Source: an optimization exercise on an open RTL-to-GDS flow (aim: small area). Production flows keep margins and buffers that such runs may drop.
In this exercise RTL edits were held to simulation tests only and were not proved equivalent to the original.
Power and IR drop assume default switching activity.

$ cat flow/config.mk
export PLATFORM = sky130hd
export DESIGN_NAME = pong_main
export DESIGN_NICKNAME = pong_main
export VERILOG_FILES = /design/flow/design.v
export SDC_FILE = /design/flow/constraint.sdc
export NUM_CORES = 4
export LEC_CHECK = 0
export CAP_MARGIN = 20
export CORE_MARGIN = 2
export CORE_UTILIZATION = 40
export SLEW_MARGIN = 20
$ cat flow/constraint.sdc
create_clock -name core_clock -period 10.0 [get_ports {CLK}]
set_input_delay 2.0000 -clock core_clock [delete_from_list [all_inputs] [get_ports {CLK}]]
set_output_delay 2.0000 -clock core_clock [all_outputs]
set_load 0.01 [all_outputs]
$ cat flow/design.v
module pong_main
#(
  parameter SCR_W = 1280,
  parameter SCR_H = 720,
  parameter SIM = 1'b0
)
(
  input  wire        CLK,
  input  wire        RST,
  input  wire [10:0] H_CNT,
  input  wire [10:0] V_CNT,
  input  wire        EncA_QA,
  input  wire        EncA_QB,
  input  wire        EncB_QA,
  input  wire        EncB_QB,
  output wire [7:0]  RED,
  output wire [7:0]  GREEN,
  output wire [7:0]  BLUE,
  output wire [3:0]  LED
);
  function [11:0] add11;             
    input [10:0] a, b;
    integer i;
    reg c;
    begin
      c = 1'b0;
      for (i = 0; i < 11; i = i + 1) begin
        add11[i] = a[i] ^ b[i] ^ c;
        c = (a[i] & b[i]) | ((a[i] ^ b[i]) & c);
      end
      add11[11] = c;
    end
  endfunction
  function [10:0] addk11;            
    input [10:0] a;
    input        en, dn;
    integer i;
    reg c, k;
    begin
      c = 1'b0;
      for (i = 0; i < 11; i = i + 1) begin
        k = (i == 0) ? en : (en & dn);
        addk11[i] = a[i] ^ k ^ c;
        c = (a[i] & k) | ((a[i] ^ k) & c);
      end
    end
  endfunction
  function [8:0] addk9;              
    input [8:0] a;
    input       en, dn;
    integer i;
    reg c;
    reg [8:0] k;
    begin
      k = {{6{en & dn}}, en & ~dn, en & dn, en};
      c = 1'b0;
      for (i = 0; i < 9; i = i + 1) begin
        addk9[i] = a[i] ^ k[i] ^ c;
        c = (a[i] & k[i]) | ((a[i] ^ k[i]) & c);
      end
    end
  endfunction
  function [14:0] inc15;
    input [14:0] a;
    integer i;
    reg c;
    begin
      c = 1'b1;
      for (i = 0; i < 15; i = i + 1) begin
        inc15[i] = a[i] ^ c;
        c = c & a[i];
      end
    end
  endfunction
  function [5:0] inc6;
    input [5:0] a;
    integer i;
    reg c;
    begin
      c = 1'b1;
      for (i = 0; i < 6; i = i + 1) begin
        inc6[i] = a[i] ^ c;
        c = c & a[i];
      end
    end
  endfunction
  function gec12;                    
    input [11:0] x, k;
    integer i;
    reg ge;
    begin
      ge = 1'b1;
      for (i = 0; i < 12; i = i + 1)
        ge = k[i] ? (x[i] & ge) : (x[i] | ge);
      gec12 = ge;
    end
  endfunction
  localparam [3:0] RLM = 4'b0000, RLU = 4'b0001, RLL = 4'b0010,
                   TBL = 4'b0101, BTL = 4'b0110,
                   LRM = 4'b1000, LRU = 4'b1001, LRL = 4'b1010,
                   TBR = 4'b1101, BTR = 4'b1110,
                   START = 4'b0111;
  reg [14:0] hb;           
  reg [10:0] bhn, bvn;     
  reg [8:0]  tl, tr;       
  reg        apre, bpre;
  reg [3:0]  dir;
  reg [5:0]  u;            
  wire [10:0] bh = ~bhn;
  wire [10:0] bv = ~bvn;
  wire mv    = u[5];
  wire start = (dir == START);
  wire [11:0] sh = add11(H_CNT, bhn);
  wire [11:0] sv = add11(V_CNT, bvn);
  wire in_h = gec12(sh, 12'd2040) & ~gec12(sh, 12'd2055);
  wire in_v = gec12(sv, 12'd2040) & ~gec12(sv, 12'd2055);
  wire ball = in_h & in_v & (bhn[10:3] != 8'hFF) & (bvn[10:3] != 8'hFF);
  wire top  = (V_CNT == 11'd0) | (V_CNT == 11'd719);
  wire [8:0]  tpn = H_CNT[10] ? ~tr : ~tl;
  wire [11:0] sp  = add11(V_CNT, {2'b00, tpn});
  wire pcol = (H_CNT == 11'd3) | (H_CNT == 11'd11) | (H_CNT == 11'd1272) | (H_CNT == 11'd1280);
  wire pad  = pcol & gec12(sp, 12'd511) & ~gec12(sp, 12'd692);
  wire white = ball | top;
  assign RED   = {8{white | pad}};
  assign GREEN = {8{white}};
  assign BLUE  = {8{white}};
  always @(posedge CLK or posedge RST)
    if (RST) hb <= 15'd0;
    else     hb <= inc15(hb);
  assign LED = hb[14:11];
  wire a_fall = apre & ~EncA_QA;
  wire b_fall = bpre & ~EncB_QA;
  wire tl_max = tl[8] & tl[7] & tl[6];                 
  wire tl_min = ~tl[8] & ~tl[7] & ~tl[5] & ~tl[0];     
  wire tr_max = tr[8] & tr[7] & tr[6];
  wire tr_min = ~tr[8] & ~tr[7] & ~tr[5] & ~tr[0];
  wire a_en = a_fall & ~(EncA_QB ? tl_min : tl_max);
  wire b_en = b_fall & ~(EncB_QB ? tr_min : tr_max);
  always @(posedge CLK or posedge RST)
    if (RST) begin
      apre <= 1'b0;
      bpre <= 1'b0;
      tl   <= 9'd270;
      tr   <= 9'd270;
    end else begin
      apre <= EncA_QA;
      bpre <= EncB_QA;
      tl   <= addk9(tl, a_en, EncA_QB);
      tr   <= addk9(tr, b_en, EncB_QB);
    end
  wire [8:0]  th = bh[10] ? tr : tl;
  wire [11:0] sd = add11(bvn, {2'b00, th});
  wire d_top = gec12(sd, 12'd1958) & ~gec12(sd, 12'd2048);    
  wire d_bot = gec12(sd, 12'd1867) & ~gec12(sd, 12'd1957);    
  wire d_90  = (sd == 12'd1957);
  wire d_mid = gec12(sd, 12'd1868) & ~gec12(sd, 12'd1958);    
  wire d_180 = (sd == 12'd1867);
  wire at_l  = (bh == 11'd19);
  wire at_r  = (bh == 11'd1264);
  wire ex_a  = (bh == 11'd8) | (bh == 11'd1271);
  wire ex_b  = (bh == 11'd8) | (bh == 11'd1272);
  wire v_up  = (bv == 11'd10);
  wire v_lo  = (bv == 11'd711);
  reg       go_start, stay;
  reg [3:0] ndir;
  always @(*) begin
    go_start = 1'b0;
    stay     = 1'b0;
    ndir     = dir;
    case (dir)
      RLM: if ((bh == 11'd0) | (bh == 11'd1280)) go_start = 1'b1;
           else if (at_l & d_bot) ndir = LRL;
           else if (at_l & d_top) ndir = LRU;
           else if (at_l & d_90)  ndir = LRM;
      LRM: if (ex_a) go_start = 1'b1;
           else if (at_r & d_top) ndir = LRU;
           else if (at_r & d_bot) ndir = RLL;
      RLU: if (ex_a) go_start = 1'b1;
           else if (v_up) ndir = TBL;
      RLL: if (ex_b) go_start = 1'b1;
           else if (v_lo) ndir = BTL;
      LRU: if (ex_b) go_start = 1'b1;
           else if (v_up) ndir = TBR;
      LRL: if (ex_b) go_start = 1'b1;
           else if (v_lo) ndir = BTR;
      TBL, BTL:
           if (ex_b) go_start = 1'b1;
           else if (at_l & d_top) ndir = LRU;
           else if (at_l & d_mid) ndir = LRM;
           else if (at_l & d_180) ndir = LRL;
      TBR: if (ex_b) go_start = 1'b1;
           else if (at_r & d_top) ndir = RLU;
           else if (at_r & d_bot) ndir = RLL;
           else if (bh == 11'd21) go_start = 1'b1;
           else stay = 1'b1;
      BTR: if (ex_b) go_start = 1'b1;
           else if (at_r & d_top) ndir = RLU;
           else if (at_r & d_bot) ndir = RLL;
      default: ;
    endcase
  end
  wire step  = ~start & ~mv & (u[4:0] == 5'd31);
  wire left  = ~dir[3];
  wire up    = (dir[1:0] == 2'b01) ^ dir[2];
  wire vmove = (dir[1:0] != 2'b00);
  wire h_en  = step | (mv & stay);
  wire v_en  = (step & vmove) | (mv & stay);
  wire h_dn  = mv | ~left;
  wire v_dn  = mv | ~up;
  wire [10:0] bhn_step = addk11(bhn, h_en, h_dn);
  wire [10:0] bvn_step = addk11(bvn, v_en, v_dn);
  wire reload = mv & go_start;
  always @(posedge CLK or posedge RST)
    if (RST) begin
      dir <= START;
      u   <= 6'd0;
      bhn <= ~11'd640;
      bvn <= ~11'd360;
    end else begin
      bhn <= reload ? ~11'd640 : bhn_step;
      bvn <= reload ? ~11'd360 : bvn_step;
      if (start)
        dir <= RLM;
      else if (mv) begin
        if (go_start) begin
          dir <= START;
          u   <= 6'd0;
        end else if (!stay) begin
          dir <= ndir;
          u   <= 6'd0;
        end
      end else
        u <= inc6(u);
    end
endmodule
$ cat flow/run.sh
#!/bin/bash
# synth_recipe.tcl (not shown) runs the flow's synth.tcl, then flattens the netlist and writes it again
# the make line also repeats each setting of config.mk as NAME=value (left out here)
make -C /OpenROAD-flow-scripts/flow DESIGN_CONFIG=/design/flow/config.mk WORK_HOME=/design/flow/orfs CLKGATE_MAP_FILE= SYNTH_SCRIPT=/design/flow/synth_recipe.tcl finish
==> out/qor.yml <==
logic_synthesis:
  synth_edf_count: 0
  async_flop_share: 1.000
  synth_top_area_frac: 0.2389
  synth_cell_types: 63
  ys_warn_count: 1
  synthAdderAreaFrac: 0.3025
  avgSynthCellArea_um2: 10.96
  yosysSeqAreaShare: 0.3001
  synth_top_family_by_area: "adder cells"
  synth_cells: 520
  yosysTopAreaCell: "fa_1"
  synth_mux_area_frac: 0.03535
  syn_nets: 645
  ys_top_cells_by_count: "inv_1, fa_1, dfrtp_1"
  synth-simple-area-share: 0.1695
  synth_compound_area_frac: 0.08035
  synth_xor_area_frac: 0.01998
  ys_ff_latch: 67
  synth_most_common_cell: "inv_1"
  synth_area_leaders: "fa_1, dfrtp_1, dfstp_2, ha_1, inv_1"
  ys.flop_type: "dfrtp_1"
  synth.cell_area_mm2: 0.005699
final_layout:
  nNetsFinal: 687
  fillerInstances: 1284
  fin_util: 0.4813
  drive_above_1_share: 0.1429
  regArea_mm2: 0.001710
  multi_input_area_mm2: 0.003483
  syn2layout_area_growth_pct: 17.23
  antenna_cells: 0
global_routing:
  overflow: 0
  grt_pass1_vias: 4301
  grtUsageTotal: 0.1917
  grt_pass1_wl_mm: 22.05
  antenna_found_initial: 0
  grt_start_max_net_pins: 68
pwr:
  p_clk_frac: 0.345
  p_switching_mw: 0.3367
  peakVddDrop_mv: 0.1438
  powerDensity_mw_per_mm2: 151.7
  p_int_mw: 0.6771
  seqPwrFrac: 0.377
  p_comb_frac: 0.278
  power.leakage_nw: 3.091
  switching_share: 0.3321
place:
  dp_hpwl_mm: 10.16
  numPortBuffers: 55
  gp_congestion: 0.8637
clock_tree:
  htree_num_levels: 3
  clock_latency_ps: 340
  cts_max_path_buffers: 2
  cts.clk_slew.worst_paths_ps: 50
  cts_root_buf: "clkbuf_16"
  cts_tree: "done"
  cts_buffers: 9
  hold_buffers: 0
  cts_sinks: 67
timing:
  finalMaxSlewViolations: 0
  max_freq_ghz: 0.1023
  maxSlewHeadroom: 0.4283
  worstMarginPinSlew_ps: 857.6
  fin_crit_ps: 9773
  fin_crit_sh: 0.9773
  finalSetupTns_ps: 0
  rsz0062_at_grt: "true"
  setup_viol: 0
  fin_skew_ps: 5.929
  timing.final.hold_violations: 0
route:
  drtPass1Iterations: 4
  wl_per_cell_um: 17.09
  remaining_drc_errors: 0
  vias: 3934
  vias_per_cell: 5.266
  drt_wl_total_mm: 12.77
  drtIter0Drc: 267
  antenna_left: 0
setup_path:
  path_class: "primary input to primary output"
  worstPathMaxFanout: 8
  worst_setup_path_end_kind: "primary output"
  cp.buffers_inverters: 5
  cp_slowest_cell: "clkdlybuf4s50_1"
  cpMostUsedCell: "fa_1"
  start_kind: "primary input"
  path_cells: "clkdlybuf4s50_1, ha_1, fa_1, fa_1, inv_1, fa_1, fa_1, fa_1, fa_1, fa_2, fa_2, fa_1, fa_1, or4_1, o21ai_2, o31ai_1, o41ai_2, buf_4, buf_4, nand2b_2, dlygate4sd2_1"
  slowest_delay_ps: 480
  crit_required_ps: 8000
  cp_top_family: "adder cells"
  cp.arrival_ps: 7770
die:
  die_area_mm2: 0.01522
  io_pins: 56
  die_h_um: 123.4
  dieWidth_um: 123.4
  rows: 43
  coreArea_mm2: 0.01388
  start_util: 0.4106
run_status:
  outcome: "finished clean"
flow_run:
  max-cap-violations: 0
hold_path:
  hold_class: "flop to flop"
-- placed cells by master, fill, tap and decap left out, types with 16 or more instances in the layout --
master and n:
dfstp_2 27, nor2_1 26, dfrtp_1 40, nand2b_1 18
ha_1 29, mux2i_1 16, buf_4 16, fa_1 66
inv_1 69, clkdlybuf4s50_1 32, nand2_1 19
-- final timing paths --
kind / from / end / slack (ps) / cells past startpoint
worst min register to register: hb[0] / hb[0] / 430 / 1
worst max-delay path: V_CNT[0] / RED[4] / 230 / 21
worst min-delay path: hb[0] / hb[0] / 430 / 1
max in group asynchronous: RST / bhn[7] / 7210 / 3
min in group asynchronous: RST / bvn[8] / 2240 / 3
worst max register to register: bhn[10] / bhn[10] / 550 / 35
-- final cells by class --
type                       instances  area share
sequential                        67      0.2560
timing repair buffer              71      0.1006
clock inverter                     5     0.01273
clock buffer                      11     0.03633
multi-input combinational        343      0.5213
tap                              180     0.03371
inverter                          70     0.03933
-- per-layer routing --
| layer | GRT usage | vias up | wire, µm |
|---|---|---|---|
| met1 | 0.2469 | 1994 | 5690 |
| met5 | 0 | - | 0 |
| met4 | 0.05824 | 0 | 204 |
| li1 | - | 1859 | - |
| met2 | 0.3173 | 62 | 6361 |
| met3 | 0.04935 | 19 | 512 |
-- power groups by stage --
stage          Clock (mW)  Sequential, mW  Combinational (mW)
5_1_grt             0.373           0.391               0.327
4_1_cts             0.360           0.383               0.285
3_3_place_gp            0           0.386               0.272
2_1_floorplan           0           0.365               0.206
3_5_place_dp            0           0.387               0.281
6_report            0.350           0.382               0.282
-- cells by family after synthesis --
group,count (synthesis)
adder cells (fa/ha/maj),97
AO/OA/AOI/OAI,60
XOR/XNOR,13
multiplexers,19
AND/OR/NAND/NOR,154
buffers and inverters,110
flip-flops,67
-- state kept, by name, indices dropped and copies added, names as in the netlist --
| name | count |
|---|---|
| apre | 1 |
| dir | 4 |
| tl | 9 |
| u | 6 |
| bhn | 11 |
| hb | 15 |
| tr | 9 |
| bvn | 11 |
| bpre | 1 |
-- timing repair --
action | in CTS | in global routing
buffers inserted | 2 | 1
setup endpoints to repair | 18 | 17
pin swaps | 0 | 1
gates resized for setup | 18 | 14
endpoints found under the hold margin | 0 | 0
-- metrics by stage --
step / cell area, µm² / hold WS (ps) / std cells / total power [mW] / setup slack, ps
after floorplan: 5707 / 400.6 / 520 / 0.5708 / 239.1
after global placement: 6317 / 411.2 / 728 / 0.6579 / -25.20
after detailed placement: 6317 / 429.6 / 728 / 0.6683 / -211.4
after CTS: 6643 / 437.8 / 746 / 1.028 / 0.4814
after global routing: 6681 / 460.0 / 747 / 1.091 / -8.179
final: 6681 / 426.0 / 747 / 1.014 / 227.1

## static timing again, ports no longer ideal
How much do the figures lean on ideal ports? The routed layout below was timed once more, with nothing changed but the port constraints. Step 1, drivers: a clkbuf_16 drives CLK and a buf_2 each remaining input, both assumed. Step 2, shift: input delay + t, output delay - t, t = (earliest + latest rising clock arrival at the registers) / 2. This alone moves slack from input paths to output paths. a / b / c = no drivers / after step 1 / after step 2; a / b = the first two.
t, ns: 0.383
setup WS [ns]: 0.227 / 0.202 / 0.202
latest minus earliest clock arrival (ns): 0.006 / 0.006
pins driven straight from the clock port: 1
After both steps this run still meets setup and hold. The setup slack of this run moves by -0.025 ns with the drivers and by -0.025 ns with both steps.
